Source: an optimization exercise on an open RTL-to-GDS flow (aim: small area). Production flows keep margins and buffers that such runs may drop. RTL that was checked went through simulation tests only; none was proved equivalent to the original. The RTL of runs 6 to 8 was laid out without a check of its function. The clock port is modelled as an ideal driver; clocking choices that lean on that would not hold on a real chip. Power and IR drop assume default switching activity.

--- flow/standard.sh ---
#!/bin/bash
# synth_recipe.tcl (not shown) runs the flow's synth.tcl, then flattens the netlist and writes it again
# the make line also repeats each setting of config.mk as NAME=value (left out here)
make -C /OpenROAD-flow-scripts/flow DESIGN_CONFIG=/design/flow/config.mk WORK_HOME=/design/flow/orfs CLKGATE_MAP_FILE= SYNTH_SCRIPT=/design/flow/synth_recipe.tcl "${@:-finish}"
--- flow/constraint.sdc ---
create_clock -name core_clock -period 10.0 [get_ports {clk}]
set_input_delay 2.0000 -clock core_clock [delete_from_list [all_inputs] [get_ports {clk}]]
set_output_delay 2.0000 -clock core_clock [all_outputs]
set_load 0.01 [all_outputs]
--- flow/design.v ---
module spi_slave(clk, rst_n, ss_n, mosi, miso, we, nwe, wdata, rgrp, rdata);
input clk, rst_n, ss_n, mosi;
output miso;
output [15:0] we, nwe;
output [7:0] wdata;
output [15:0] rgrp;
input [7:0] rdata;
reg [4:0] cnt;         
reg [3:0] ph;          
reg wpend;             
reg m1;                
reg ta, tw;            
reg [7:0] addr;        
reg [7:0] wa, wd;      
reg [7:0] rb;          
wire typ = (cnt == 5'd7);                      
wire body = (cnt[4:3] == 2'b01);               
wire write = (cnt == 5'd15) & tw;
wire commit = wpend & (ph == wa[3:0]);
wire shift_out = (cnt >= 5'd19);                  
always @(posedge clk or negedge rst_n)
  if (~rst_n) begin
    cnt <= 5'd4;
    ph <= 4'd0;
    wpend <= 1'b0;
  end else begin
    ph <= {ph[2:0], ph[3] ^ (ph[2] | ~(ph[1] | ph[0]))};
    if (ss_n)
      cnt <= 5'd4;
    else if (~shift_out)
      cnt <= cnt + 5'd1;
    if (write)
      wpend <= 1'b1;
    else if (commit)
      wpend <= 1'b0;
  end
always @(posedge clk) begin
  m1 <= mosi;
  if (typ) begin
    ta <= ~mosi;
    tw <= mosi & ~m1;
  end
  if (body & ta)
    addr <= {addr[6:0], mosi};
  if (body & tw)
    wd <= {wd[6:0], mosi};
  if (write)
    wa <= addr;
  if (shift_out)
    rb <= {rb[6:0], 1'b0};
  else if (ph == addr[3:0])
    rb <= rdata;
end
assign miso = rb[7];
assign wdata = wd;
assign rgrp = 16'd1 << addr[7:4];
assign we = commit ? (16'd1 << wa[7:4]) : 16'd0;
assign nwe = ~we;
endmodule
module ram(clk, we, nwe, wdata, rgrp, rdata);
input clk;
input [15:0] we;       
input [15:0] nwe;      
input [7:0] wdata;
input [15:0] rgrp;     
output [7:0] rdata;    
wire [127:0] sel;
genvar g;
generate
  for (g = 0; g < 16; g = g + 1) begin : grp
    reg [127:0] r;     
    wire [7:0] ins = {8{we[g]}} & wdata | {8{nwe[g]}} & r[127:120];
    always @(posedge clk)
      r <= {r[119:0], ins};
    assign sel[8*g+7:8*g] = rgrp[g] ? ins : 8'd0;
  end
endgenerate
assign rdata = sel[7:0] | sel[15:8] | sel[23:16] | sel[31:24]
             | sel[39:32] | sel[47:40] | sel[55:48] | sel[63:56]
             | sel[71:64] | sel[79:72] | sel[87:80] | sel[95:88]
             | sel[103:96] | sel[111:104] | sel[119:112] | sel[127:120];
endmodule
module spi_ram(clk,rst_n,ss_n,mosi,miso);
input clk,rst_n,ss_n,mosi;
output miso;
wire [15:0] we, nwe;
wire [7:0] wdata, rdata;
wire [15:0] rgrp;
ram r(clk,we,nwe,wdata,rgrp,rdata);
spi_slave s(clk,rst_n,ss_n,mosi,miso,we,nwe,wdata,rgrp,rdata);
endmodule
--- flow/flow/post_cts.tcl ---
# Make the clock edges at the flip-flops sharp enough: upsize the clock
# buffers above the leaf level to clkbuf_16, then upsize any leaf buffer
# whose flip-flop clock pins see a slew above CLK_SLEW_TARGET (ns, with
# placement-estimated parasitics), and legalize the placement.
set thr $::env(CLK_SLEW_TARGET)
set up [dict create \
  sky130_fd_sc_hd__clkbuf_1 sky130_fd_sc_hd__clkbuf_2 \
  sky130_fd_sc_hd__clkbuf_2 sky130_fd_sc_hd__clkbuf_4 \
  sky130_fd_sc_hd__clkbuf_4 sky130_fd_sc_hd__clkbuf_8 \
  sky130_fd_sc_hd__clkbuf_8 sky130_fd_sc_hd__clkbuf_16]

proc clock_loads {inst} {
  set x [get_pins -of_objects $inst -filter "direction==output"]
  return [get_pins -of_objects [get_nets -of_objects $x] -filter "direction==input"]
}

set n 0
foreach inst [get_cells clkbuf_*] {
  set inner 0
  foreach l [clock_loads $inst] {
    if {[string match *clkbuf* [get_property [get_cells -of_objects $l] ref_name]]} {
      set inner 1
    }
  }
  if {$inner && [get_property $inst ref_name] ne "sky130_fd_sc_hd__clkbuf_16"} {
    replace_cell [get_full_name $inst] sky130_fd_sc_hd__clkbuf_16
    incr n
  }
}
puts "post_cts: upsized $n clock buffers above the leaves"

for {set it 0} {$it < 4} {incr it} {
  estimate_parasitics -placement
  set drv [dict create]
  set worst 0
  set hist [dict create]
  foreach pin [get_pins -hierarchical */CLK] {
    set s [get_property $pin slew_max]
    dict incr hist [expr {int($s * 200) * 5}]
    if {$s > $worst} { set worst $s }
    if {$s > $thr} {
      foreach d [get_pins -of_objects [get_nets -of_objects $pin] -filter "direction==output"] {
        dict set drv [get_full_name [get_cells -of_objects $d]] 1
      }
    }
  }
  puts "post_cts: pass $it clock pin slews (ps bucket: pins) [lsort -stride 2 -integer $hist]"
  set n 0
  foreach inst [dict keys $drv] {
    set master [get_property [get_cells $inst] ref_name]
    if {[dict exists $up $master]} {
      replace_cell $inst [dict get $up $master]
      incr n
    }
  }
  puts "post_cts: pass $it worst clock pin slew $worst, upsized $n leaf buffers"
  if {$n == 0} { break }
}
detailed_placement
check_placement -verbose
estimate_parasitics -placement
--- flow/flow/run.sh ---
#!/bin/bash
# The standard layout, with two changes to clock tree synthesis: the sinks are
# clustered under clkbuf_8 leaf buffers without dummy loads, and afterwards
# post_cts.tcl upsizes every clock buffer whose sinks see a slow clock edge.
set -euo pipefail
here=$(pwd)
export CTS_ARGS="-sink_clustering_enable -repair_clock_nets -sink_clustering_size ${CTS_SIZE:-14} -sink_clustering_max_diameter ${CTS_DIAM:-45} -buf_list sky130_fd_sc_hd__clkbuf_4 -dont_use_dummy_load"
export POST_CTS_TCL="$here/flow/post_cts.tcl"
export CLK_SLEW_TARGET="${CLK_SLEW_TARGET:-0.110}"
bash standard.sh > "$here/standard.log" 2>&1
--- flow/config.mk ---
export PLATFORM = sky130hd
export DESIGN_NAME = spi_ram
export DESIGN_NICKNAME = spi_ram
export VERILOG_FILES = /design/flow/design.v
export SDC_FILE = /design/flow/constraint.sdc
export NUM_CORES = 4
export LEC_CHECK = 0
export CAP_MARGIN = 40
export CORE_MARGIN = 2
export CORE_UTILIZATION = 70
export SLEW_MARGIN = 40
export SYNTH_HIERARCHICAL = 1
==> results of run 1 <==
==> final cells by class <==
type | count | share of cell area, %
Antenna cell | 1 | 0.00517
Clock buffer | 169 | 5.13
Inverter | 3 | 0.0232
Multi-Input combinational cell | 321 | 5.11
Sequential cell | 2093 | 87.3
Tap cell | 855 | 2.21
Timing Repair Buffer | 11 | 0.253
==> Yosys stat by module (local to each module, per instance), a selection <==
module | flops+latches | area (sq um) | copies in the design | cells inside
ram | 2048 | 43100 | 1 | 2312
spi_slave | 45 | 2000 | 1 | 170
==> final timing paths <==
check                           slack [ns]                    start  depth (start not counted)                 endpoint
worst max-delay path                  6.09        s.ph[0]$_DFF_PN0_                          9        s.rb[6]$_DFFE_PP_
max in group asynchronous             7.90                    rst_n                          1        s.ph[3]$_DFF_PN0_
worst min-delay path                  0.29  r.grp[12].r[83]$_DFF_P_                          0  r.grp[12].r[91]$_DFF_P_
worst min register to register        0.29  r.grp[12].r[83]$_DFF_P_                          0  r.grp[12].r[91]$_DFF_P_
worst max register to register        6.09        s.ph[0]$_DFF_PN0_                          9        s.rb[6]$_DFFE_PP_
min in group asynchronous             1.70                    rst_n                          1     s.cnt[3]$_DFFE_PN0P_
==> routing by layer <==
layer / vias up / global-route usage (%) / wire, um
met5: - / 0 / 0
met4: 0 / 8.69 / 2160
met1: 7865 / 31.0 / 33700
li1: 8193 / - / -
met2: 369 / 27.4 / 26200
met3: 148 / 4.27 / 2730
==> layout by cell type (no fill, tap or decap), drive strengths merged <==
| cell type | Yosys | final |
|---|---|---|
| a2111oi | 1 | 1 |
| a21o | 1 | 1 |
| a21oi | 3 | 3 |
| a221oi | 32 | 32 |
| a22o | 167 | 167 |
| and2 | 1 | 1 |
| and3 | 5 | 5 |
| and3b | 1 | 1 |
| buf | 28 | 7 |
| clkbuf | 37 | 169 |
| clkdlybuf4s50 | 0 | 4 |
| dfrtp | 9 | 9 |
| dfstp | 1 | 1 |
| dfxtp | 2050 | 2050 |
| diode | 0 | 1 |
| edfxtp | 33 | 33 |
| ha | 2 | 2 |
| inv | 3 | 3 |
| mux2i | 1 | 1 |
| nand2 | 24 | 24 |
| nand2b | 4 | 4 |
| nand3 | 1 | 1 |
| nand3b | 1 | 1 |
| nand4 | 11 | 11 |
| nor2 | 33 | 33 |
| nor3 | 8 | 8 |
| nor3b | 3 | 3 |
| nor4 | 1 | 1 |
| o211ai | 1 | 1 |
| o21bai | 2 | 2 |
| or2 | 2 | 2 |
| or3 | 2 | 2 |
| or3b | 3 | 3 |
| xnor2 | 8 | 8 |
| xor2 | 3 | 3 |
==> flip-flops by register name, summed over array words and instances (netlist names), 4 cells and up <==
name / cells
s.cnt: 5
s.addr: 8
r.grp.r: 2048
s.rb: 8
s.wa: 8
s.ph: 4
s.wd: 8
==> per-stage QoR <==
step                      setup slack (ns)  instances  hold slack (ns)  util [%]
final                                 6.09       3453            0.293      75.6
after global routing                  6.10       3452            0.289      75.6
after detailed placement              6.25       3281            0.312      71.6
after global placement                6.33       3277            0.310      71.5
after floorplan                       7.43       2482            0.310         -
==> cell families after synthesis <==
family / after synthesis / share of synthesized area, %
muxes: 1 / 0.0222
AOI/OAI and AO/OA: 207 / 4.01
adders and majority gates: 2 / 0.0554
xor gates and xnor gates: 11 / 0.213
and+or+nand+nor: 100 / 1.11
DFF: 2093 / 93.7
buffers and inverters: 68 / 0.904
==> worst register-to-register path, delay by kind of cell, from the launching register on <==
| family | cells | cell delay, ns |
|---|---|---|
| compound gates | 4 | 1.54 |
| xor+xnor | 1 | 0.25 |
| simple gates | 4 | 1.43 |
| flops | 1 | 0.44 |
==> report_power, final <==
part	switching, W	leakage, nW	internal, W
logic	0.0000480	0.909	0.0000228
clock network	0.00229	1.29	0.00164
registers	0.0000285	16.9	0.00837
==> impl_metrics.tcl, run 1 <==
set metrics [dict create \
    grt_usage_pct 20.0 \
    grt_pass1_wl_mm 96.7 \
    grt_max_degree 18 \
    nFillCells 3561 \
    place_congestion 0.884 \
    remaining_drc_errors 0 \
    async_flop_share_pct 0.478 \
    port_buffers 4 \
    die_y_um 258 \
    dpl.hpwl_mm 40.7 \
    core_sq_um 64100 \
    nets 2605 \
    crit_path_end_kind "flop" \
    ios 5 \
    leakagePower_nw 19.1 \
    clkSinkCount 2093 \
    dr.pass1.iters 5 \
    synth.most_common_cell "dfxtp_1" \
    critical-path-slowest-cell "a221oi_1" \
    rows 93 \
    drv_cap 0 \
    yosysSeqAreaShare_pct 93.7 \
    tritoncts "done" \
    seq_area_sq_um 42300 \
    critPathKind "reg -> reg" \
    slew_headroom_pct 33.9 \
    syn_inst 2482 \
    overflow 0 \
    antenna_found_initial 4 \
    final_antenna_net_count 0 \
    rsz0062_at_grt "false" \
    avgSynthCellArea_sq_um 18.2 \
    ys_top_cells_by_count "dfxtp_1 (2050), a22o_1 (167), clkbuf_1 (37)" \
    drive_above_1_share_pct 7.43 \
    vias 16600 \
    syn_to_final_growth_pct 7.35 \
    drt_wl_total_mm 64.8 \
    status "complete, no violations" \
    hold_viol 0 \
    viasPerCell 4.80 \
    worstPathArrival_ns 4.33 \
    drt-initial-drc-count 1095 \
    grt_pass1_vias 16300 \
    clkTransAtPathRegs_ns 0.08 \
    die_w_um 258 \
    ys_seq_elements 2093 \
    initial_core_util_pct 70.4 \
    clock.fmax_mhz 256 \
    crit_path_start_kind "flop" \
    drv_slew 0 \
    placed_cell_area_sq_um 45900 \
    multiInputGateArea_sq_um 2470 \
    synth_area_sq_um 45100 \
    design_area_sq_um 48400 \
    clk_latency_ns 0.70 \
    critical-path-top-delay-family "compound AO/OA/AOI/OAI gates" \
    tightest_slew_ns 0.992 \
    fin_crit_ns 3.91 \
    yosysWarnings 8 \
    yosys.area.top_type_share_pct 90.9 \
    cp_common_cell "a22o_1" \
    synth_top_area_cell "dfxtp_1" \
    synth_edf_count 33 \
    routedWlPerCell_um 18.8 \
    die_area_sq_um 66500 \
    cp_max_fo 9 \
    finalPower_w 0.0124 \
    final.setup.tns_ns 0 \
    cp_num_buf_inv 0 \
    min_period_over_period_pct 39.1 \
    setup_viol 0 \
    syn_nets 2488 \
    ys_types 40 \
    ys.flop_type "dfxtp_1" \
    skew_ns 0.0506 \
    crit_required_ns 10.42 \
    hold_path.class "reg -> reg" \
    slowest_delay_ns 0.78 \
    synthTopCellsByArea "dfxtp_1 (91%), a22o_1 (3.2%), edfxtp_1 (2.2%)" \
    ir_drop_v 0.000212 \
    p_per_area_nw_per_um2 256 \
    path_cells "xnor2_1, nand4_2, nor3_1, nand2_1, a22o_1, a22o_1, a221oi_1, nand4_1, a22o_1" \
]
==> run 2: changes to the inputs <==
==> flow/flow/run.sh (replaced) <==
#!/bin/bash
# The standard layout, with two changes to clock tree synthesis: the sinks are
# clustered under clkbuf_8 leaf buffers without dummy loads, and afterwards
# post_cts.tcl upsizes every clock buffer whose sinks see a slow clock edge.
set -euo pipefail
here=$(pwd)
export CTS_ARGS="-sink_clustering_enable -repair_clock_nets -sink_clustering_size ${CTS_SIZE:-12} -sink_clustering_max_diameter ${CTS_DIAM:-45} -buf_list sky130_fd_sc_hd__clkbuf_4 -dont_use_dummy_load"
export POST_CTS_TCL="$here/flow/post_cts.tcl"
export CLK_SLEW_TARGET="${CLK_SLEW_TARGET:-0.110}"
bash standard.sh > "$here/standard.log" 2>&1
==> impl_metrics.tcl, run 2 <==
set metrics [dict create \
    avgSynthCellArea_sq_um 18.2 \
    synth_area_sq_um 45100 \
    finalPower_w 0.0121 \
    die_area_sq_um 66500 \
    hold_path.class "reg -> reg" \
    remaining_drc_errors 0 \
    overflow 0 \
    final_antenna_net_count 0 \
    ys_types 40 \
    die_y_um 258 \
    ys_top_cells_by_count "dfxtp_1 (2050), a22o_1 (167), clkbuf_1 (37)" \
    combinationalPowerShare_pct 0.6 \
    core_sq_um 64100 \
    rows 93 \
    yosysSeqAreaShare_pct 93.7 \
    ir_drop_v 0.000210 \
    sw_frac_of_total_pct 19.1 \
    routedWlPerCell_um 18.3 \
    worstPathArrival_ns 4.31 \
    drt-initial-drc-count 925 \
    leakagePower_nw 19.1 \
    place_congestion 0.884 \
    internal_power_w 0.00983 \
    dr.pass1.iters 5 \
    clock.fmax_mhz 257 \
    grt_pass1_vias 16500 \
    min_period_over_period_pct 39.0 \
    initial_core_util_pct 70.4 \
    dp_slack_ns 6.25 \
    synth_top_area_cell "dfxtp_1" \
    switching_power_w 0.00232 \
    crit_path_start_kind "flop" \
    clkTransAtPathRegs_ns 0.11 \
    top_register "r.grp.r" \
    viasPerCell 4.80 \
    hold_viol 0 \
    ys.flop_type "dfxtp_1" \
    dpl.hpwl_mm 40.7 \
    tightest_slew_ns 0.971 \
    die_w_um 258 \
    status "complete, no violations" \
    crit_path_end_kind "flop" \
    slew_headroom_pct 35.3 \
    nets 2631 \
    hold_depth 0 \
    clk_latency_ns 0.71 \
    crit_required_ns 10.41 \
    rsz0062_at_grt "false" \
    drt_wl_total_mm 63.7 \
    cp_max_fo 9 \
    tritoncts "done" \
    drv_slew 0 \
    setup_slack_ns 6.10 \
    drive_above_1_share_pct 8.35 \
    drv_cap 0 \
    synth.most_common_cell "dfxtp_1" \
    syn_to_final_growth_pct 6.72 \
    yosys.area.top_type_share_pct 90.9 \
    final_common_cell "dfxtp_1" \
    setup_viol 0 \
    vias 16700 \
    p_seq_share_pct 69.2 \
    final.setup.tns_ns 0 \
    fin_crit_ns 3.90 \
    grt_usage_pct 19.7 \
    skew_ns 0.0658 \
    grt_max_degree 18 \
    yosysWarnings 8 \
    whs_ns 0.260 \
    ios 5 \
    antenna_found_initial 4 \
    r2r_cells 9 \
    critPathKind "reg -> reg" \
    clkSinkCount 2093 \
    p_per_area_nw_per_um2 252 \
    power_frac_clock_pct 30.2 \
    layout_common_cells "dfxtp_1 (2050), a22o_1 (167), clkbuf_4 (107), clkbuf_8 (70), edfxtp_1 (33)" \
    synth_edf_count 33 \
    ys_seq_elements 2093 \
    async_flop_share_pct 0.478 \
    port_buffers 4 \
    grt_pass1_wl_mm 95.8 \
    syn_inst 2482 \
    synthTopCellsByArea "dfxtp_1 (91%), a22o_1 (3.2%), edfxtp_1 (2.2%)" \
    largest_register_ffs 2048 \
    syn_nets 2488 \
]
## run 2: final timing paths
kind,start,end,slack (ns)
worst min register to register,r.grp[14].r[45]$_DFF_P_,r.grp[14].r[53]$_DFF_P_,0.26
worst max register to register,s.ph[0]$_DFF_PN0_,s.rb[6]$_DFFE_PP_,6.10
min in group asynchronous,rst_n,s.cnt[4]$_DFFE_PN0P_,1.70
worst min-delay path,r.grp[14].r[45]$_DFF_P_,r.grp[14].r[53]$_DFF_P_,0.26
max in group asynchronous,rst_n,s.ph[2]$_DFF_PN0_,7.90
worst max-delay path,s.ph[0]$_DFF_PN0_,s.rb[6]$_DFFE_PP_,6.10
## run 2: final cells by class
class | count | area (sq um)
Sequential cell | 2093 | 42300
Fill cell | 3671 | 16000
Multi-Input combinational cell | 321 | 2470
Clock buffer | 194 | 2190
Tap cell | 855 | 1070
Timing Repair Buffer | 12 | 134
Inverter | 3 | 11.3
Antenna cell | 1 | 2.50
## run 2: metal layers
metal / share of wire [%] / GRT usage [%] / vias up
li1: - / - / 8273
met1: 52 / 30.8 / 7901
met2: 40 / 26.4 / 392
met3: 4.6 / 4.44 / 134
met4: 3.2 / 9.07 / 0
met5: 0 / 0 / -
## run 2: power groups by stage
stage          sequential (W)  combinational, W  clock (W)
2_1_floorplan         0.00858         0.0000555          0
3_3_place_gp          0.00860         0.0000557          0
3_5_place_dp          0.00860         0.0000669          0
5_1_grt               0.00841         0.0000780    0.00414
6_report              0.00841         0.0000728    0.00367
## run 2: kinds of logic after synthesis
group	share of synthesized area, %
mux	0.0222
buf+inv	0.904
xor+xnor	0.213
fa+ha+maj	0.0554
compound gates	4.01
flops	93.7
simple gates	1.11
## run 2: per-module statistics from Yosys, one instance, submodules excluded, a selection
| module | flip-flops and latches | times used | cells | area, sq um |
|---|---|---|---|---|
| spi_slave | 45 | 1 | 170 | 2000 |
| ram | 2048 | 1 | 2312 | 43100 |
## run 2: through the flow
stage	utilization, %	cell area (sq um)	cells
2_1_floorplan	-	45100	2482
3_5_place_dp	71.6	45900	3281
3_3_place_gp	71.5	45900	3277
5_1_grt	75.1	48200	3478
6_report	75.1	48200	3479
## run 2: worst max-delay path, cell delays in order, from the launching register on
cell      delay [ns]
dfrtp_1         0.44
xnor2_1         0.25
nand4_2         0.26
nor3_1          0.60
nand2_1         0.41
a22o_1          0.32
a22o_1          0.17
a221oi_1        0.76
nand4_1         0.18
a22o_1          0.26
==> run 3: changes to the inputs <==
==> flow/flow/run.sh (replaced) <==
#!/bin/bash
# The standard layout, with two changes to clock tree synthesis: the sinks are
# clustered under clkbuf_8 leaf buffers without dummy loads, and afterwards
# post_cts.tcl upsizes every clock buffer whose sinks see a slow clock edge.
set -euo pipefail
here=$(pwd)
export CTS_ARGS="-sink_clustering_enable -repair_clock_nets -sink_clustering_size ${CTS_SIZE:-20} -sink_clustering_max_diameter ${CTS_DIAM:-60} -buf_list sky130_fd_sc_hd__clkbuf_8 -dont_use_dummy_load"
export POST_CTS_TCL="$here/flow/post_cts.tcl"
export CLK_SLEW_TARGET="${CLK_SLEW_TARGET:-0.110}"
bash standard.sh > "$here/standard.log" 2>&1
==> impl_metrics.tcl, run 3 <==
set metrics [dict create \
    status "complete, no violations" \
    syn_nets 2488 \
    critical-path-top-delay-family "compound AO/OA/AOI/OAI gates" \
    rsz0062_at_grt "false" \
    ios 5 \
    setup_viol 0 \
    busiest_layer "met1" \
    slowest_delay_ns 0.77 \
    min_period_over_period_pct 38.6 \
    rows 93 \
    synth_edf_count 33 \
    grtUsageMet1_pct 30.3 \
    critical-path-slowest-cell "a221oi_1" \
    yosys.area.top_type_share_pct 90.9 \
    clock.fmax_mhz 259 \
    r2r-start "s.ph[0]$_DFF_PN0_" \
    grt_pass1_wl_mm 93.1 \
    remaining_drc_errors 0 \
    crit_required_ns 10.39 \
    hold_end "r.grp[7].r[29]$_DFF_P_" \
    clk_latency_ns 0.65 \
    final.setup.tns_ns 0 \
    leakagePower_nw 18.8 \
    nFillCells 3663 \
    syn_to_final_growth_pct 5.97 \
    grt_pass1_vias 15700 \
    holdCritStartpoint "r.grp[7].r[21]$_DFF_P_" \
    vias 16200 \
    layout_common_cells "dfxtp_1 (2050), a22o_1 (167), clkbuf_8 (89), edfxtp_1 (33), nor2_1 (31)" \
    hold_path.class "reg -> reg" \
    p_per_area_nw_per_um2 249 \
    finalPower_w 0.0119 \
    clkSinkCount 2093 \
    cp_max_fo 9 \
    fin_crit_ns 3.86 \
    die_y_um 258 \
    crit_path_start_kind "flop" \
    ys_seq_elements 2093 \
    drv_cap 0 \
    ys.flop_type "dfxtp_1" \
    r2r_setup_slack_ns 6.14 \
    r2r_cells 9 \
    overflow 0 \
    dr.pass1.iters 5 \
    r2r-end "s.rb[6]$_DFFE_PP_" \
    drt-initial-drc-count 1011 \
    ys_top_cells_by_count "dfxtp_1 (2050), a22o_1 (167), clkbuf_1 (37)" \
    ys_types 40 \
    slew_headroom_pct 34.4 \
    die_w_um 258 \
    tightest_slew_ns 0.984 \
    ir_drop_v 0.000205 \
    place_congestion 0.884 \
    utilization_pct 74.6 \
    cp_common_cell "a22o_1" \
    initial_core_util_pct 70.4 \
    worstPathArrival_ns 4.25 \
    grt_use_met3_pct 3.07 \
    grt_usage_pct 19.1 \
    synth.most_common_cell "dfxtp_1" \
    placed_cells 3281 \
    cp_num_buf_inv 0 \
    hold_viol 0 \
    synth_area_sq_um 45100 \
    dp_slack_ns 6.25 \
    grt_max_degree 21 \
    seq_area_sq_um 42300 \
    drt_wl_total_mm 62.8 \
    largest_register_ffs 2048 \
    antenna_found_initial 4 \
    port_buffers 4 \
    nets 2551 \
    synthTopCellsByArea "dfxtp_1 (91%), a22o_1 (3.2%), edfxtp_1 (2.2%)" \
    tritoncts "done" \
    skew_ns 0.0505 \
    core_sq_um 64100 \
    routedWlPerCell_um 18.5 \
    yosysWarnings 8 \
    synth_top_area_cell "dfxtp_1" \
    multiInputGateArea_sq_um 2470 \
    crit_path_end_kind "flop" \
    syn_inst 2482 \
    stdcell_count 3399 \
    critPathKind "reg -> reg" \
    grtUsageMet2_pct 26.1 \
    yosysSeqAreaShare_pct 93.7 \
    async_flop_share_pct 0.478 \
    path_cells "xnor2_1, nand4_2, nor3_1, nand2_1, a22o_1, a22o_1, a221oi_1, nand4_1, a22o_1" \
    avgSynthCellArea_sq_um 18.2 \
    drive_above_1_share_pct 5.47 \
    clkTransAtPathRegs_ns 0.11 \
    hold_depth 0 \
    dpl.hpwl_mm 40.7 \
    viasPerCell 4.77 \
    final_antenna_net_count 0 \
    top_register "r.grp.r" \
    final_common_cell "dfxtp_1" \
    setup_slack_ns 6.14 \
    die_area_sq_um 66500 \
    drv_slew 0 \
]
-- run 3: cell counts after synthesis --
Identical to the previous run, type by type.
-- run 3: area by class of cell --
class / instances / area share [%]
well taps: 855 / 2.24
multi-input cells: 321 / 5.17
diodes: 1 / 0.00523
repair buffers: 12 / 0.280
flip-flops and latches: 2093 / 88.4
clock buffers: 114 / 3.87
inverters: 3 / 0.0235
-- run 3: how the worst max path moves through the flow --
| stage | start | to | slack, ns | cells past startpoint |
|---|---|---|---|---|
| 6_report | s.ph[0]$_DFF_PN0_ | s.rb[6]$_DFFE_PP_ | 6.14 | 9 |
| 5_1_grt | s.ph[0]$_DFF_PN0_ | s.rb[3]$_DFFE_PP_ | 6.08 | 9 |
| 3_5_place_dp | s.ph[0]$_DFF_PN0_ | s.rb[6]$_DFFE_PP_ | 6.25 | 9 |
| 3_3_place_gp | s.ph[3]$_DFF_PN0_ | s.rb[3]$_DFFE_PP_ | 6.33 | 9 |
| 2_1_floorplan | s.ph[2]$_DFF_PN0_ | s.rb[7]$_DFFE_PP_ | 7.43 | 10 |
-- run 3: per-module statistics from Yosys (local to each module, per instance), a selection --
module,copies in the design,flops+latches
spi_slave,1,45
ram,1,2048
-- run 3: power by group --
group	leakage, nW	switching (W)	internal, W
clock	0.948	0.00217	0.00126
sequential	16.9	0.0000276	0.00838
combinational	0.915	0.0000498	0.0000233
-- run 3: layer usage --
layer  vias up  wire (um)
met3       125       2450
met5         -         17
li1       8070          -
met2       312      24800
met4         2       2060
met1      7694      33500
-- run 3: stage by stage --
step	instance area (sq um)	hold WS, ns
after floorplan	45100	0.310
after global placement	45900	0.310
after detailed placement	45900	0.312
after global routing	47800	0.280
final	47800	0.284
-- run 3: cells by family after synthesis --
group / after synthesis / synth area share, %
DFF: 2093 / 93.7
AOI/OAI and AO/OA: 207 / 4.01
and+or+nand+nor: 100 / 1.11
buffers and inverters: 68 / 0.904
xor gates and xnor gates: 11 / 0.213
adders and majority gates: 2 / 0.0554
muxes: 1 / 0.0222
==> run 4: changes to the inputs <==
==> flow/flow/run.sh (replaced) <==
#!/bin/bash
# The standard layout, with two changes to clock tree synthesis: the sinks are
# clustered under clkbuf_8 leaf buffers without dummy loads, and afterwards
# post_cts.tcl upsizes every clock buffer whose sinks see a slow clock edge.
set -euo pipefail
here=$(pwd)
export CTS_ARGS="-sink_clustering_enable -repair_clock_nets -sink_clustering_size ${CTS_SIZE:-35} -sink_clustering_max_diameter ${CTS_DIAM:-75} -buf_list sky130_fd_sc_hd__clkbuf_16 -root_buf sky130_fd_sc_hd__clkbuf_16 -tree_buf sky130_fd_sc_hd__clkbuf_16 -dont_use_dummy_load"
export POST_CTS_TCL="$here/flow/post_cts.tcl"
export CLK_SLEW_TARGET="${CLK_SLEW_TARGET:-0.110}"
bash standard.sh > "$here/standard.log" 2>&1
--- a/flow/config.mk
+++ b/flow/config.mk
@@ -5,8 +5,8 @@
 export SDC_FILE = /design/flow/constraint.sdc
 export NUM_CORES = 4
 export LEC_CHECK = 0
-export CAP_MARGIN = 40
+export CAP_MARGIN = 10
 export CORE_MARGIN = 2
 export CORE_UTILIZATION = 70
-export SLEW_MARGIN = 40
+export SLEW_MARGIN = 10
 export SYNTH_HIERARCHICAL = 1
==> impl_metrics.tcl, run 4 <==
set metrics [dict create \
    synth_area_sq_um 45100 \
    switching_power_w 0.00226 \
    clkTransAtPathRegs_ns 0.11 \
    clock.fmax_mhz 256 \
    combinationalPowerShare_pct 0.5 \
    p_per_area_nw_per_um2 251 \
    ys.flop_type "dfxtp_1" \
    grt_usage_pct 20.1 \
    drv_cap 0 \
    grt_pass1_vias 15900 \
    min_period_over_period_pct 39.0 \
    critPathKind "reg -> reg" \
    skew_ns 0.0635 \
    layout_common_cells "dfxtp_1 (2050), a22o_1 (167), clkbuf_16 (70), edfxtp_1 (33), nor2_1 (32)" \
    ir_drop_v 0.000195 \
    nets 2500 \
    largest_register_ffs 2048 \
    critical-path-slowest-cell "a221oi_1" \
    yosys.area.top_type_share_pct 90.9 \
    avgSynthCellArea_sq_um 18.2 \
    path_cells "xnor2_1, nand4_2, nor3_1, nand2_1, a22o_1, a22o_1, a221oi_1, nand4_1, a22o_1" \
    routedWlPerCell_um 19.8 \
    stdcell_count 3351 \
    leakagePower_nw 18.7 \
    fin_crit_ns 3.90 \
    cp_num_buf_inv 0 \
    synth_edf_count 33 \
    critical-path-top-delay-family "compound AO/OA/AOI/OAI gates" \
    top_register "r.grp.r" \
    overflow 0 \
    async_flop_share_pct 0.478 \
    tightest_slew_ns 1.23 \
    crit_required_ns 10.39 \
    place_congestion 0.884 \
    grt_max_degree 36 \
    clkSinkCount 2093 \
    die_area_sq_um 66500 \
    drt-initial-drc-count 1230 \
    antenna_found_initial 6 \
    yosysWarnings 8 \
    worstPathArrival_ns 4.30 \
    core_sq_um 64100 \
    power_frac_clock_pct 29.0 \
    synthTopCellsByArea "dfxtp_1 (91%), a22o_1 (3.2%), edfxtp_1 (2.2%)" \
    ys_top_cells_by_count "dfxtp_1 (2050), a22o_1 (167), clkbuf_1 (37)" \
    syn_nets 2488 \
    rsz0062_at_grt "false" \
    crit_path_start_kind "flop" \
    slowest_delay_ns 0.75 \
    syn_inst 2482 \
    drive_above_1_share_pct 3.25 \
    final_common_cell "dfxtp_1" \
    internal_power_w 0.00968 \
    hold_path.class "reg -> reg" \
    dr.pass1.iters 5 \
    syn_to_final_growth_pct 5.50 \
    finalPower_w 0.0119 \
    die_y_um 258 \
    hold_viol 0 \
    yosysSeqAreaShare_pct 93.7 \
    initial_core_util_pct 70.4 \
    remaining_drc_errors 0 \
    dpl.hpwl_mm 40.5 \
    crit_path_end_kind "flop" \
    die_w_um 258 \
    setup_slack_ns 6.10 \
    clk_latency_ns 0.65 \
    dp_slack_ns 6.28 \
    vias 16100 \
    ios 5 \
    drt_wl_total_mm 66.3 \
    final.setup.tns_ns 0 \
    grt_pass1_wl_mm 97.4 \
    drv_slew 0 \
    tritoncts "done" \
    sw_frac_of_total_pct 19.0 \
    synth_top_area_cell "dfxtp_1" \
    synth.most_common_cell "dfxtp_1" \
    slew_headroom_pct 17.7 \
    viasPerCell 4.79 \
    ys_types 40 \
    final_antenna_net_count 0 \
    setup_viol 0 \
    cp_common_cell "a22o_1" \
    status "complete, no violations" \
    whs_ns 0.257 \
    port_buffers 4 \
    cp_max_fo 9 \
    rows 93 \
    placed_cells 3277 \
    p_seq_share_pct 70.5 \
    r2r_setup_slack_ns 6.10 \
    ys_seq_elements 2093 \
]
run 4: cell counts after synthesis:
No cell type changed its count.
run 4: final timing paths:
kind / start / end / cells past startpoint
max: s.ph[0]$_DFF_PN0_ / s.rb[6]$_DFFE_PP_ / 9
min: r.grp[8].r[18]$_DFF_P_ / r.grp[8].r[26]$_DFF_P_ / 0
max reg2reg: s.ph[0]$_DFF_PN0_ / s.rb[6]$_DFFE_PP_ / 9
min in group asynchronous: rst_n / s.cnt[1]$_DFFE_PN0P_ / 1
min reg2reg: r.grp[8].r[18]$_DFF_P_ / r.grp[8].r[26]$_DFF_P_ / 0
max in group asynchronous: rst_n / s.wpend$_DFFE_PN0P_ / 1
run 4: metal layers:
metal | part of all wire, % | routed length (um) | GRT usage, %
met1 | 52 | 34400 | 31.8
met2 | 41 | 27300 | 28.7
met3 | 3.9 | 2610 | 3.13
met4 | 2.9 | 1950 | 6.55
met5 | 0 | 0 | 0
run 4: power by group through the flow:
stage | sequential [W] | clock (W) | combinational, W
finish | 0.00842 | 0.00347 | 0.0000623
global route | 0.00842 | 0.00380 | 0.0000662
detailed placement | 0.00860 | 0 | 0.0000584
global placement | 0.00860 | 0 | 0.0000557
floorplan | 0.00858 | 0 | 0.0000555
run 4: layout make-up:
| type | instances | area (sq um) |
|---|---|---|
| multi-input cells | 321 | 2440 |
| repair buffers | 5 | 47.5 |
| flip-flops and latches | 2093 | 42300 |
| fillers | 3605 | 16500 |
| clock buffers | 70 | 1750 |
| diodes | 4 | 10.0 |
| inverters | 3 | 11.3 |
| well taps | 855 | 1070 |
run 4: cell families (layout without fill, tap and decap cells):
kind of cell	after synthesis	count (layout)	share of synthesized area, %
AND/OR/NAND/NOR	100	100	1.11
XOR/XNOR	11	11	0.213
other	0	4	0
multiplexers	1	1	0.0222
adder cells (fa/ha/maj)	2	2	0.0554
AO/OA/AOI/OAI	207	207	4.01
buffers and inverters	68	78	0.904
flip-flops	2093	2093	93.7
run 4: metrics by stage:
step / utilization (%) / instance area (sq um)
floorplan: - / 45100
global placement: 71.5 / 45900
detailed placement: 71.5 / 45900
global route: 74.2 / 47600
finish: 74.3 / 47600
run 4: modules after synthesis (local to each module, per instance), a selection:
module	cells inside	cell area, sq um	times used	flops+latches
ram	2312	43100	1	2048
spi_slave	170	2000	1	45
==> run 5: changes to the inputs <==
==> flow/flow/run.sh (replaced) <==
#!/bin/bash
# The standard layout, with two changes to clock tree synthesis: the sinks are
# clustered under clkbuf_8 leaf buffers without dummy loads, and afterwards
# post_cts.tcl upsizes every clock buffer whose sinks see a slow clock edge.
set -euo pipefail
here=$(pwd)
export CTS_ARGS="-sink_clustering_enable -repair_clock_nets -sink_clustering_size ${CTS_SIZE:-32} -sink_clustering_max_diameter ${CTS_DIAM:-70} -buf_list sky130_fd_sc_hd__clkbuf_16 -root_buf sky130_fd_sc_hd__clkbuf_16 -tree_buf sky130_fd_sc_hd__clkbuf_16 -dont_use_dummy_load"
export POST_CTS_TCL="$here/flow/post_cts.tcl"
export CLK_SLEW_TARGET="${CLK_SLEW_TARGET:-0.110}"
bash standard.sh > "$here/standard.log" 2>&1
==> impl_metrics.tcl, run 5 <==
set metrics [dict create \
    switching_power_w 0.00227 \
    cp_num_buf_inv 0 \
    yosys.area_share.simple_pct 1.11 \
    combinationalPowerShare_pct 0.5 \
    critical-path-top-delay-family "compound AO/OA/AOI/OAI gates" \
    hold_end "r.grp[9].r[42]$_DFF_P_" \
    syn_nets 2488 \
    vias 16300 \
    avgSynthCellArea_sq_um 18.2 \
    slowest_delay_ns 0.78 \
    place_congestion 0.884 \
    drv_slew 0 \
    synth_area_sq_um 45100 \
    cp_max_fo 9 \
    overflow 0 \
    drt_wl_total_mm 66.6 \
    nets 2505 \
    dp_slack_ns 6.28 \
    synth_top_family_by_area "compound AO/OA/AOI/OAI gates" \
    ios 5 \
    cp_common_cell "a22o_1" \
    synth_top_area_cell "dfxtp_1" \
    holdCritStartpoint "r.grp[9].r[34]$_DFF_P_" \
    rsz0062_at_grt "false" \
    p_seq_share_pct 69.9 \
    fin_crit_ns 3.86 \
    drt-initial-drc-count 1178 \
    die_w_um 258 \
    initial_core_util_pct 70.4 \
    status "complete, no violations" \
    viasPerCell 4.85 \
    clkTransAtPathRegs_ns 0.11 \
    die_y_um 258 \
    grt_pass1_wl_mm 98.4 \
    dpl.hpwl_mm 40.5 \
    core_sq_um 64100 \
    slew_headroom_pct 16.0 \
    grt_max_degree 33 \
    whs_ns 0.307 \
    drv_cap 0 \
    final_common_cell "dfxtp_1" \
    yosysWarnings 8 \
    layout_common_cells "dfxtp_1 (2050), a22o_1 (167), clkbuf_16 (75), edfxtp_1 (33), nor2_1 (32)" \
    synth_fa_ha_area_share_pct 0.0554 \
    min_period_over_period_pct 38.6 \
    synth_mux_area_share_pct 0.0222 \
    final.setup.tns_ns 0 \
    design_area_sq_um 47700 \
    dr.pass1.iters 5 \
    final_antenna_net_count 0 \
    critPathKind "reg -> reg" \
    ys_types 40 \
    antenna_found_initial 6 \
    grt_usage_pct 20.2 \
    drive_above_1_share_pct 3.44 \
    synth.most_common_cell "dfxtp_1" \
    tritoncts "done" \
    crit_path_end_kind "flop" \
    p_per_area_nw_per_um2 252 \
    clk_latency_ns 0.64 \
    ys.flop_type "dfxtp_1" \
    r2r_cells 9 \
    synth_xor_area_share_pct 0.213 \
    ys_top_cells_by_count "dfxtp_1 (2050), a22o_1 (167), clkbuf_1 (37)" \
    crit_path_start_kind "flop" \
    ir_drop_v 0.000209 \
    syn_inst 2482 \
    async_flop_share_pct 0.478 \
    synth_edf_count 33 \
    rows 93 \
    top_register "r.grp.r" \
    hold_path.class "reg -> reg" \
    syn_to_final_growth_pct 5.77 \
    internal_power_w 0.00976 \
    ys_seq_elements 2093 \
    remaining_drc_errors 0 \
    clock.fmax_mhz 259 \
    routedWlPerCell_um 19.9 \
    hold_viol 0 \
    yosys.area.top_type_share_pct 90.9 \
    port_buffers 4 \
    yosysSeqAreaShare_pct 93.7 \
    worstPathArrival_ns 4.24 \
    tightest_slew_ns 1.25 \
    synth_compound_area_share_pct 4.01 \
    largest_register_ffs 2048 \
    path_cells "xnor2_1, nand4_2, nor3_1, nand2_1, a22o_1, a22o_1, a221oi_1, nand4_1, a22o_1" \
    skew_ns 0.0341 \
    critical-path-slowest-cell "a221oi_1" \
    crit_required_ns 10.38 \
    grt_pass1_vias 16200 \
    die_area_sq_um 66500 \
    sw_frac_of_total_pct 18.9 \
    r2r-start "s.ph[0]$_DFF_PN0_" \
    setup_viol 0 \
    clkSinkCount 2093 \
    synthTopCellsByArea "dfxtp_1 (91%), a22o_1 (3.2%), edfxtp_1 (2.2%)" \
    power_frac_clock_pct 29.6 \
    hold_depth 0 \
    placed_cell_area_sq_um 45900 \
    nFillCells 3580 \
    setup_slack_ns 6.14 \
    leakagePower_nw 18.7 \
    r2r_setup_slack_ns 6.14 \
    r2r-end "s.rb[6]$_DFFE_PP_" \
]
==> run 5: layer usage <==
metal,track usage (%),part of all wire (%),vias up
li1,-,-,7995
met1,31.7,51,7796
met2,28.9,41,340
met3,3.23,4.1,136
met4,7.21,3.2,0
met5,0,0,-
==> run 5: how the worst max path moves through the flow <==
stage / depth (start not counted) / end / startpoint / slack (ns)
finish: 9 / s.rb[6]$_DFFE_PP_ / s.ph[0]$_DFF_PN0_ / 6.14
global route: 9 / s.rb[6]$_DFFE_PP_ / s.ph[0]$_DFF_PN0_ / 6.07
detailed placement: 9 / s.rb[6]$_DFFE_PP_ / s.ph[0]$_DFF_PN0_ / 6.28
global placement: 9 / s.rb[3]$_DFFE_PP_ / s.ph[3]$_DFF_PN0_ / 6.33
floorplan: 10 / s.rb[7]$_DFFE_PP_ / s.ph[2]$_DFF_PN0_ / 7.43
==> run 5: Yosys stat by module, one instance, submodules excluded, a selection <==
module	flip-flops and latches	cell area, sq um	cells
ram	2048	43100	2312
spi_slave	45	2000	170
==> run 5: cells by family (layout without fill, tap and decap cells) <==
| kind of cell | after synthesis | count (layout) |
|---|---|---|
| DFF | 2093 | 2093 |
| AOI/OAI and AO/OA | 207 | 207 |
| and+or+nand+nor | 100 | 100 |
| buffers and inverters | 68 | 83 |
| xor gates and xnor gates | 11 | 11 |
| adders and majority gates | 2 | 2 |
| muxes | 1 | 1 |
| other | 0 | 2 |
==> run 5: stage by stage <==
step / instances / total power (W) / util (%)
after floorplan: 2482 / 0.00864 / -
after global placement: 3277 / 0.00866 / 71.5
after detailed placement: 3277 / 0.00866 / 71.5
after global routing: 3352 / 0.0124 / 74.4
final: 3354 / 0.0120 / 74.4
==> run 5: cell type report <==
| type | count | area (sq um) | area share (%) |
|---|---|---|---|
| inverters | 3 | 11.3 | 0.0236 |
| clock buffers | 75 | 1880 | 3.93 |
| multi-input cells | 321 | 2440 | 5.11 |
| diodes | 2 | 5.00 | 0.0105 |
| flip-flops and latches | 2093 | 42300 | 88.6 |
| well taps | 855 | 1070 | 2.24 |
| repair buffers | 5 | 47.5 | 0.0996 |
==> run 5: power groups by stage <==
stage | logic, W | clock network, W | registers, W
final | 0.0000622 | 0.00356 | 0.00841
after global routing | 0.0000672 | 0.00391 | 0.00842
after detailed placement | 0.0000584 | 0 | 0.00860
after global placement | 0.0000557 | 0 | 0.00860
after floorplan | 0.0000555 | 0 | 0.00858
==> run 6: changes to the inputs <==
--- a/flow/design.v
+++ b/flow/design.v
@@ -7,6 +7,8 @@
 input [7:0] rdata;
 reg [4:0] cnt;         
 reg [3:0] ph;          
+reg lap;               
+reg rbp;               
 reg wpend;             
 reg m1;                
 reg ta, tw;            
@@ -22,9 +24,12 @@
   if (~rst_n) begin
     cnt <= 5'd4;
     ph <= 4'd0;
+    lap <= 1'b0;
     wpend <= 1'b0;
   end else begin
     ph <= {ph[2:0], ph[3] ^ (ph[2] | ~(ph[1] | ph[0]))};
+    if (ph == 4'd0)
+      lap <= ~lap;
     if (ss_n)
       cnt <= 5'd4;
     else if (~shift_out)
@@ -48,11 +53,13 @@
     wa <= addr;
   if (shift_out)
     rb <= {rb[6:0], 1'b0};
-  else if (ph == addr[3:0])
+  else if (ph == addr[3:0]) begin
     rb <= rdata;
+    rbp <= lap;
+  end
 end
-assign miso = rb[7];
-assign wdata = wd;
+assign miso = rb[7] ^ rbp;
+assign wdata = wd ^ {8{~lap}};
 assign rgrp = 16'd1 << addr[7:4];
 assign we = commit ? (16'd1 << wa[7:4]) : 16'd0;
 assign nwe = ~we;
@@ -61,7 +68,7 @@
 input clk;
 input [15:0] we;       
 input [15:0] nwe;      
-input [7:0] wdata;
+input [7:0] wdata;     
 input [15:0] rgrp;     
 output [7:0] rdata;    
 wire [127:0] sel;
@@ -69,7 +76,7 @@
 generate
   for (g = 0; g < 16; g = g + 1) begin : grp
     reg [127:0] r;     
-    wire [7:0] ins = {8{we[g]}} & wdata | {8{nwe[g]}} & r[127:120];
+    wire [7:0] ins = ~(({8{we[g]}} | r[127:120]) & ({8{nwe[g]}} | wdata));
     always @(posedge clk)
       r <= {r[119:0], ins};
     assign sel[8*g+7:8*g] = rgrp[g] ? ins : 8'd0;
==> flow/flow/run.sh (replaced) <==
#!/bin/bash
# The standard layout, with two changes to clock tree synthesis: the sinks are
# clustered under clkbuf_8 leaf buffers without dummy loads, and afterwards
# post_cts.tcl upsizes every clock buffer whose sinks see a slow clock edge.
set -euo pipefail
here=$(pwd)
export CTS_ARGS="-sink_clustering_enable -repair_clock_nets -sink_clustering_size ${CTS_SIZE:-34} -sink_clustering_max_diameter ${CTS_DIAM:-70} -buf_list sky130_fd_sc_hd__clkbuf_16 -dont_use_dummy_load"
export POST_CTS_TCL="$here/flow/post_cts.tcl"
export CLK_SLEW_TARGET="${CLK_SLEW_TARGET:-0.110}"
bash standard.sh > "$here/standard.log" 2>&1
==> impl_metrics.tcl, run 6 <==
set metrics [dict create \
    status "complete, no violations" \
    final.setup.tns_ns 0 \
    ys_seq_elements 2095 \
    drive_above_1_share_pct 4.93 \
    nFillCells 3710 \
    grt_pass1_wl_mm 96.6 \
    final_common_cell "dfxtp_1" \
    hold_viol 0 \
    ir_drop_v 0.000195 \
    combinationalPowerShare_pct 0.7 \
    r2r_cells 9 \
    switching_power_w 0.00225 \
    die_w_um 258 \
    die_area_sq_um 66700 \
    dp_slack_ns 6.16 \
    synth_compound_area_share_pct 3.80 \
    synth.most_common_cell "dfxtp_1" \
    ys_types 45 \
    clkSinkCount 2095 \
    power_frac_clock_pct 29.1 \
    yosysSeqAreaShare_pct 93.5 \
    port_buffers 4 \
    synth_area_sq_um 45300 \
    whs_ns 0.302 \
    drv_slew 0 \
    routedWlPerCell_um 19.4 \
    clkTransAtPathRegs_ns 0.11 \
    largest_register_ffs 2048 \
    synth_top_area_cell "dfxtp_1" \
    yosys.area.top_type_share_pct 90.6 \
    routed.top_layer "met5" \
    worstPathArrival_ns 2.11 \
    core_sq_um 64200 \
    dr.pass1.iters 5 \
    overflow 0 \
    tightest_slew_ns 1.26 \
    rows 93 \
    synthTopCellsByArea "dfxtp_1 (91%), edfxtp_1 (2.3%), o22ai_1 (1.5%)" \
    synth_fa_ha_area_share_pct 0.0553 \
    syn_nets 2503 \
    skew_ns 0.0514 \
    place_congestion 0.934 \
    ys.flop_type "dfxtp_1" \
    dpl.hpwl_mm 42.4 \
    drt-initial-drc-count 1089 \
    min_period_over_period_pct 41.1 \
    syn_to_final_growth_pct 5.67 \
    antenna_found_initial 9 \
    synth_edf_count 34 \
    drv_cap 0 \
    async_flop_share_pct 0.525 \
    fin_crit_ns 4.11 \
    ys_top_cells_by_count "dfxtp_1 (2050), o22ai_1 (106), a22o_1 (39)" \
    remaining_drc_errors 0 \
    wl_met2_mm 27.5 \
    hold_end "r.grp[1].r[31]$_DFF_P_" \
    vias 16500 \
    clk_latency_ns 0.65 \
    crit_required_ns 8.00 \
    dr_wl_met3_mm 2.74 \
    ios 5 \
    internal_power_w 0.00973 \
    setup_slack_ns 5.89 \
    hold_depth 0 \
    crit_path_start_kind "flop" \
    r2r-start "s.ph[2]$_DFF_PN0_" \
    setup_viol 0 \
    holdCritStartpoint "r.grp[1].r[23]$_DFF_P_" \
    r2r-end "s.rb[1]$_DFFE_PP_" \
    die_y_um 258 \
    critPathKind "reg -> out" \
    hold_path.class "reg -> reg" \
    grt_max_degree 35 \
    nets 2524 \
    synth_xor_area_share_pct 0.406 \
    sw_frac_of_total_pct 18.8 \
    wl_met1_mm 32.9 \
    p_seq_share_pct 70.2 \
    slew_headroom_pct 15.5 \
    yosysWarnings 8 \
    clock.fmax_mhz 244 \
    grt_usage_pct 19.8 \
    cp_max_fo 1 \
    final_antenna_net_count 0 \
    initial_core_util_pct 70.5 \
    viasPerCell 4.89 \
    synth_top_family_by_area "compound AO/OA/AOI/OAI gates" \
    p_per_area_nw_per_um2 250 \
    leakagePower_nw 18.8 \
    top_register "r.grp.r" \
    tritoncts "done" \
    syn_inst 2497 \
    layout_common_cells "dfxtp_1 (2050), o22ai_1 (106), clkbuf_16 (72), a22o_1 (39), edfxtp_1 (34)" \
    crit_path_end_kind "output pin" \
    avgSynthCellArea_sq_um 18.1 \
    r2r_setup_slack_ns 6.14 \
    rsz0062_at_grt "false" \
    yosys.area_share.simple_pct 1.14 \
    grt_pass1_vias 16100 \
    drt_wl_total_mm 65.6 \
    synth_mux_area_share_pct 0.0221 \
    startpoint "s.rbp$_DFFE_PP_" \
]
## run 6: worst max-delay path, stage by stage, from the launching register on
cell	delay (ns)
edfxtp_1	0.40
xor2_1	0.44
clkdlybuf4s50_1	0.63
## run 6: stage by stage
stage | std cells | power [W] | util (%) | area (sq um)
after floorplan | 2497 | 0.00866 | - | 45300
after global placement | 3299 | 0.00868 | 71.7 | 46000
after detailed placement | 3299 | 0.00869 | 71.7 | 46000
after global routing | 3371 | 0.0123 | 74.5 | 47800
final | 3376 | 0.0120 | 74.5 | 47900
## run 6: how the worst max path moves through the flow
stage	endpoint	slack (ns)
2_1_floorplan	miso	7.40
3_3_place_gp	s.rb[3]$_DFFE_PP_	6.20
3_5_place_dp	s.rb[1]$_DFFE_PP_	6.16
5_1_grt	miso	5.88
6_report	miso	5.89
## run 6: logic make-up after synthesis
logic type	count (synthesis)
AO/OA/AOI/OAI	206
XOR/XNOR	21
adder cells (fa/ha/maj)	2
buffers and inverters	69
flip-flops	2095
multiplexers	1
AND/OR/NAND/NOR	103
## run 6: layout make-up
| type | instances | area [sq um] | share of cell area (%) |
|---|---|---|---|
| diodes | 5 | 12.5 | 0.0261 |
| clock buffers | 72 | 1800 | 3.76 |
| well taps | 855 | 1070 | 2.24 |
| multi-input cells | 333 | 2520 | 5.26 |
| flip-flops and latches | 2095 | 42300 | 88.5 |
| inverters | 3 | 11.3 | 0.0235 |
| repair buffers | 13 | 108 | 0.225 |
## run 6: power by group through the flow
stage          Clock (W)  Sequential [W]  Combinational [W]
2_1_floorplan          0         0.00860          0.0000635
3_3_place_gp           0         0.00860          0.0000787
3_5_place_dp           0         0.00860          0.0000841
5_1_grt          0.00382         0.00842          0.0000931
6_report         0.00349         0.00841          0.0000856
## run 6: routing by layer
metal	global-route usage, %	vias up
li1	-	8055
met1	29.8	7921
met2	29.3	390
met3	3.40	146
met4	7.42	4
met5	0	-
## run 6: modules after synthesis, one instance, submodules excluded, excerpt
module | flops+latches | times used
ram | 2048 | 1
spi_slave | 47 | 1
==> run 7: changes to the inputs <==
--- a/flow/flow/run.sh
+++ b/flow/flow/run.sh
@@ -6,5 +6,6 @@
 here=$(pwd)
 export CTS_ARGS="-sink_clustering_enable -repair_clock_nets -sink_clustering_size ${CTS_SIZE:-34} -sink_clustering_max_diameter ${CTS_DIAM:-70} -buf_list sky130_fd_sc_hd__clkbuf_16 -dont_use_dummy_load"
 export POST_CTS_TCL="$here/flow/post_cts.tcl"
+export POST_FLOORPLAN_TCL="$here/flow/post_floorplan.tcl"
 export CLK_SLEW_TARGET="${CLK_SLEW_TARGET:-0.110}"
 bash standard.sh > "$here/standard.log" 2>&1
==> flow/flow/post_floorplan.tcl (new file) <==
# Give every logic cell that synthesis sized up its smallest drive strength;
# the repair after global placement sizes cells up again wherever slew,
# capacitance or fanout need it. Flip-flops and clock cells are left alone.
set n 0
foreach inst [get_cells *] {
  set m [get_property $inst ref_name]
  if {![regexp {^sky130_fd_sc_hd__([a-z0-9]+)_([0-9]+)$} $m -> base drv]} { continue }
  if {$drv <= 1} { continue }
  if {[regexp {^(s?e?df|dl|clk|conb|tap|fill|decap|diode|ebuf|einv|lpflow|probe)} $base]} { continue }
  set new sky130_fd_sc_hd__${base}_1
  if {[llength [get_lib_cells -quiet */$new]] == 0} { continue }
  replace_cell [get_full_name $inst] $new
  incr n
}
puts "post_floorplan: downsized $n cells"
==> impl_metrics.tcl, run 7 <==
set metrics [dict create \
    routedWlPerCell_um 20.7 \
    drt_wl_total_mm 69.7 \
    tightest_slew_ns 1.31 \
    drv_cap 0 \
    ys_top_cells_by_count "dfxtp_1 (2050), o22ai_1 (106), a22o_1 (39)" \
    largest_register_ffs 2048 \
    async_flop_share_pct 0.525 \
    place_congestion 0.885 \
    remaining_drc_errors 0 \
    drive_above_1_share_pct 3.54 \
    dpl.hpwl_mm 41.9 \
    rsz0062_at_grt "false" \
    grt_usage_pct 21.1 \
    clk_latency_ns 0.65 \
    final_antenna_net_count 0 \
    die_area_sq_um 66700 \
    final.setup.tns_ns 0 \
    crit_path_start_kind "flop" \
    drt-initial-drc-count 1632 \
    yosysSeqAreaShare_pct 93.5 \
    core_sq_um 64200 \
    skew_ns 0.0762 \
    clkSinkCount 2095 \
    yosysWarnings 8 \
    overflow 0 \
    hold_depth 0 \
    worstPathArrival_ns 2.07 \
    grt_max_degree 35 \
    antenna_found_initial 10 \
    tritoncts "done" \
    top_register "r.grp.r" \
    synth_top_area_cell "dfxtp_1" \
    syn_inst 2497 \
    critPathKind "reg -> out" \
    die_w_um 258 \
    synth_edf_count 34 \
    slowest_delay_ns 0.63 \
    leakagePower_nw 18.8 \
    crit_required_ns 8.00 \
    grt_pass1_vias 16500 \
    port_buffers 4 \
    ys_seq_elements 2095 \
    setup_viol 0 \
    hold_viol 0 \
    yosys.area.top_type_share_pct 90.6 \
    ios 5 \
    synthTopCellsByArea "dfxtp_1 (91%), edfxtp_1 (2.3%), o22ai_1 (1.5%)" \
    grt_pass1_wl_mm 103 \
    drv_slew 0 \
    initial_core_util_pct 70.5 \
    ys_types 45 \
    syn_nets 2503 \
    finalPower_w 0.0120 \
    ir_drop_v 0.000193 \
    fin_crit_ns 4.07 \
    nets 2522 \
    syn_to_final_growth_pct 5.08 \
    p_per_area_nw_per_um2 253 \
    layout_common_cells "dfxtp_1 (2050), o22ai_1 (128), clkbuf_16 (73), a22o_1 (39), nor2_1 (35)" \
    clkTransAtPathRegs_ns 0.11 \
    critical-path-slowest-cell "clkdlybuf4s50_1" \
    slew_headroom_pct 12.3 \
    path_cells "xor2_1, clkdlybuf4s50_1" \
    avgSynthCellArea_sq_um 18.1 \
    final_common_cell "dfxtp_1" \
    hold_path.class "reg -> reg" \
    min_period_over_period_pct 40.7 \
    ys.flop_type "dfxtp_1" \
    die_y_um 258 \
    cp_max_fo 1 \
    dr.pass1.iters 5 \
    synth.most_common_cell "dfxtp_1" \
    clock.fmax_mhz 246 \
    rows 93 \
    crit_path_end_kind "output pin" \
    synth_area_sq_um 45300 \
    vias 16500 \
    whs_ns 0.300 \
    r2r_cells 9 \
    status "complete, no violations" \
    viasPerCell 4.89 \
]
## run 7: layout make-up
cell class	instances	area, sq um
Inverter	3	11.3
Sequential cell	2095	42300
Fill cell	3580	16600
Antenna cell	1	2.50
Clock buffer	73	1830
Tap cell	855	1070
Timing Repair Buffer	10	88.8
Multi-Input combinational cell	333	2250
## run 7: through the flow
| step | cell area [sq um] | utilization [%] | instances | setup slack, ns |
|---|---|---|---|---|
| 5_1_grt | 47600 | 74.1 | 3369 | 5.90 |
| 6_report | 47600 | 74.1 | 3370 | 5.93 |
| 3_3_place_gp | 45700 | 71.2 | 3295 | 6.36 |
| 3_5_place_dp | 45700 | 71.2 | 3295 | 6.25 |
| 2_1_floorplan | 45300 | - | 2497 | 7.40 |
## run 7: path summary, 6_finish.rpt
check	startpoint	to	slack [ns]
worst max-delay path	s.rbp$_DFFE_PP_	miso	5.93
min in group asynchronous	rst_n	s.cnt[0]$_DFFE_PN0P_	1.70
worst min register to register	r.grp[1].r[6]$_DFF_P_	r.grp[1].r[14]$_DFF_P_	0.30
worst max register to register	s.ph[0]$_DFF_PN0_	s.rb[3]$_DFFE_PP_	6.15
max in group asynchronous	rst_n	s.wpend$_DFFE_PN0P_	7.86
worst min-delay path	r.grp[1].r[6]$_DFF_P_	r.grp[1].r[14]$_DFF_P_	0.30
## run 7: metal layers
metal / wire [um] / vias to the layer above / GRT usage (%)
met5: 0 / - / 0
met4: 2070 / 0 / 7.16
met3: 3170 / 140 / 3.39
met2: 30000 / 412 / 31.4
met1: 34400 / 7898 / 32.0
li1: - / 8029 / -
## run 7: cell families (layout without fill, tap and decap cells)
family	after synthesis	in the layout	share of synthesized area (%)
other cells	0	1	0
simple gates	103	103	1.14
flops	2095	2095	93.5
xor+xnor	21	21	0.406
compound gates	206	206	3.80
mux	1	1	0.0221
buf+inv	69	86	1.09
fa+ha+maj	2	2	0.0552
## run 7: worst max-delay path, delay by kind of cell, from the launching register on
family | cells | cell delay, ns
flip-flops | 1 | 0.42
buffers and inverters | 1 | 0.63
XOR/XNOR | 1 | 0.44
## run 7: modules after synthesis (local to each module, per instance), excerpt
module / flip-flops and latches / cell area, sq um / cells
ram: 2048 / 43100 / 2312
spi_slave: 47 / 2150 / 185
## run 7: power by group
group          internal, W  leakage [nW]  switching [W]
Combinational    0.0000242         0.799      0.0000591
Sequential         0.00839          17.1      0.0000217
Clock              0.00133         0.900        0.00221
Total              0.00975          18.8        0.00229
==> run 8: changes to the inputs <==
==> flow/flow/run.sh (replaced) <==
#!/bin/bash
# The standard layout, with two changes to clock tree synthesis: the sinks are
# clustered under clkbuf_8 leaf buffers without dummy loads, and afterwards
# post_cts.tcl upsizes every clock buffer whose sinks see a slow clock edge.
set -euo pipefail
here=$(pwd)
export CTS_ARGS="-sink_clustering_enable -repair_clock_nets -sink_clustering_size ${CTS_SIZE:-32} -sink_clustering_max_diameter ${CTS_DIAM:-70} -buf_list sky130_fd_sc_hd__clkbuf_16 -dont_use_dummy_load"
export POST_CTS_TCL="$here/flow/post_cts.tcl"
export POST_FLOORPLAN_TCL="$here/flow/post_floorplan.tcl"
export CLK_SLEW_TARGET="${CLK_SLEW_TARGET:-0.110}"
bash standard.sh > "$here/standard.log" 2>&1
==> impl_metrics.tcl, run 8 <==
set metrics [dict create \
    status "complete, no violations" \
    combinationalPowerShare_pct 0.7 \
    dr.pass1.iters 8 \
    rsz0062_at_grt "false" \
    crit_path_end_kind "output pin" \
    grt_max_degree 33 \
    clkTransAtPathRegs_ns 0.11 \
    synth_xor_area_share_pct 0.406 \
    yosys.area_share.simple_pct 1.14 \
    synth_mux_area_share_pct 0.0221 \
    place_congestion 0.885 \
    drv_cap 0 \
    finalPower_w 0.0121 \
    ir_drop_v 0.000199 \
    tightest_slew_ns 1.36 \
    synth.most_common_cell "dfxtp_1" \
    die_w_um 258 \
    die_y_um 258 \
    drv_slew 0 \
    crit_path_start_kind "flop" \
    final_antenna_net_count 0 \
    die_area_sq_um 66700 \
    rows 93 \
    ys.flop_type "dfxtp_1" \
    synth_area_sq_um 45300 \
    fin_crit_ns 4.10 \
    viasPerCell 4.92 \
    cp_max_fo 1 \
    sw_frac_of_total_pct 19.1 \
    clk_latency_ns 0.64 \
    syn_nets 2503 \
    routedWlPerCell_um 21.0 \
    critical-path-slowest-cell "clkdlybuf4s50_1" \
    p_seq_share_pct 69.4 \
    synthTopCellsByArea "dfxtp_1 (91%), edfxtp_1 (2.3%), o22ai_1 (1.5%)" \
    final.setup.tns_ns 0 \
    slew_headroom_pct 8.87 \
    cp_num_buf_inv 1 \
    final_common_cell "dfxtp_1" \
    overflow 0 \
    tritoncts "done" \
    crit_required_ns 8.00 \
    worstPathArrival_ns 2.10 \
    leakagePower_nw 18.8 \
    clkSinkCount 2095 \
    switching_power_w 0.00231 \
    synth_compound_area_share_pct 3.80 \
    grt_pass1_vias 16600 \
    largest_register_ffs 2048 \
    nets 2527 \
    synth_top_area_cell "dfxtp_1" \
    async_flop_share_pct 0.525 \
    syn_inst 2497 \
    ys_seq_elements 2095 \
    skew_ns 0.0647 \
    avgSynthCellArea_sq_um 18.1 \
    min_period_over_period_pct 41.0 \
    yosys.area.top_type_share_pct 90.6 \
    top_register "r.grp.r" \
    path_cells "xor2_1, clkdlybuf4s50_1" \
    clock.fmax_mhz 244 \
    slowest_delay_ns 0.63 \
    port_buffers 4 \
    ys_top_cells_by_count "dfxtp_1 (2050), o22ai_1 (106), a22o_1 (39)" \
    critical-path-top-delay-family "buffers and inverters" \
    setup_viol 0 \
    layout_common_cells "dfxtp_1 (2050), o22ai_1 (128), clkbuf_16 (77), a22o_1 (39), nor2_1 (35)" \
    synth_top_family_by_area "compound AO/OA/AOI/OAI gates" \
    drt_wl_total_mm 70.8 \
    yosysSeqAreaShare_pct 93.5 \
    p_per_area_nw_per_um2 254 \
    syn_to_final_growth_pct 5.31 \
    grt_usage_pct 21.4 \
    antenna_found_initial 6 \
    initial_core_util_pct 70.5 \
    remaining_drc_errors 0 \
    core_sq_um 64200 \
    hold_viol 0 \
    ios 5 \
    vias 16600 \
    critPathKind "reg -> out" \
    power_frac_clock_pct 29.9 \
    drt-initial-drc-count 1521 \
    internal_power_w 0.00982 \
    yosysWarnings 8 \
    grt_pass1_wl_mm 104 \
    synth_fa_ha_area_share_pct 0.0553 \
    ys_types 45 \
    synth_edf_count 34 \
    drive_above_1_share_pct 3.69 \
    dpl.hpwl_mm 41.9 \
    hold_path.class "reg -> reg" \
]
run 8: cell count changes in the layout (fill, tap and decap cells not counted):
cell	change
clkbuf_16	+4
nor3_2	-1
nor3_1	+1
clkbuf_4	+1
run 8: cell type report:
type | instances | area [sq um]
diodes | 1 | 2.50
fillers | 3565 | 16500
clock buffers | 77 | 1930
inverters | 3 | 11.3
repair buffers | 11 | 96.3
well taps | 855 | 1070
flip-flops and latches | 2095 | 42300
multi-input cells | 333 | 2250
run 8: per-module statistics from Yosys, one instance, submodules excluded, excerpt:
module,flip-flops and latches,cells,area [sq um]
ram,2048,2312,43100
spi_slave,47,185,2150
run 8: logic make-up after synthesis:
group                      count (synthesis)
adders and majority gates                  2
muxes                                      1
buffers and inverters                     69
AOI/OAI and AO/OA                        206
and+or+nand+nor                          103
DFF                                     2095
xor gates and xnor gates                  21
run 8: per-stage QoR:
step	setup slack [ns]	hold slack, ns	util (%)	cells	cell area (sq um)
6_report	5.90	0.288	74.3	3375	47700
3_3_place_gp	6.36	0.310	71.2	3295	45700
3_5_place_dp	6.25	0.312	71.2	3295	45700
5_1_grt	5.88	0.284	74.2	3374	47700
2_1_floorplan	7.40	0.310	-	2497	45300
run 8: final timing paths:
| kind | startpoint | endpoint | slack (ns) | cells after the start |
|---|---|---|---|---|
| worst min register to register | r.grp[7].r[5]$_DFF_P_ | r.grp[7].r[13]$_DFF_P_ | 0.29 | 0 |
| worst min-delay path | r.grp[7].r[5]$_DFF_P_ | r.grp[7].r[13]$_DFF_P_ | 0.29 | 0 |
| max in group asynchronous | rst_n | s.wpend$_DFFE_PN0P_ | 7.89 | 1 |
| worst max-delay path | s.rbp$_DFFE_PP_ | miso | 5.90 | 2 |
| min in group asynchronous | rst_n | s.cnt[4]$_DFFE_PN0P_ | 1.71 | 1 |
| worst max register to register | s.ph[0]$_DFF_PN0_ | s.rb[3]$_DFFE_PP_ | 6.07 | 9 |
run 8: power groups by stage:
stage	Combinational (W)	Clock [W]	Sequential, W
after floorplan	0.0000635	0	0.00860
after global placement	0.0000768	0	0.00860
after detailed placement	0.0000794	0	0.00860
after global routing	0.0000920	0.00398	0.00842
final	0.0000865	0.00363	0.00841
run 8: layer usage:
metal	GRT usage [%]	share of wire [%]
met1	32.1	49
met2	32.2	44
met3	3.57	4.3
met4	7.08	2.9
met5	0	0

[separate check: timing with driven ports]
The results above use ideal ports. As a check the final layouts listed here were re-extracted and re-timed, cells and wires unchanged.
Step 1: set_driving_cell puts a clkbuf_16 on clk and a buf_2 on each other input, an assumption about the parent block.
Step 2, shift: input delay + t, output delay - t, t = (earliest + latest rising clock arrival at the registers) / 2. This alone moves slack from input paths to output paths.
a / b / c = ideal ports / drivers / drivers and shift; a / b = the first two.
| run | shift t [ns] | setup WS [ns] | clock arrival spread, ns | slew at the worst register clock pin (ns) | cell pins on the clock port's net |
|---|---|---|---|---|---|
| run 1 | 0.736 | 6.092 / 6.092 / 6.092 | 0.055 / 0.055 | 0.11 / 0.11 | 1 |
| run 2 | 0.747 | 6.102 / 6.102 / 6.102 | 0.068 / 0.068 | 0.12 / 0.12 | 1 |
| run 3 | 0.681 | 6.136 / 6.136 / 6.136 | 0.056 / 0.056 | 0.11 / 0.11 | 1 |
| run 4 | 0.693 | 6.095 / 6.095 / 6.095 | 0.076 / 0.077 | 0.13 / 0.13 | 1 |
| run 5 | 0.687 | 6.141 / 6.141 / 6.141 | 0.036 / 0.036 | 0.11 / 0.11 | 1 |
| run 6 | 0.686 | 5.894 / 5.831 / 6.141 | 0.054 / 0.053 | 0.12 / 0.12 | 1 |
| run 7 | 0.680 | 5.932 / 5.869 / 6.146 | 0.081 / 0.081 | 0.12 / 0.12 | 1 |
| run 8 | 0.677 | 5.896 / 5.827 / 6.070 | 0.066 / 0.066 | 0.11 / 0.11 | 1 |
After both steps setup and hold are still met in every run listed.
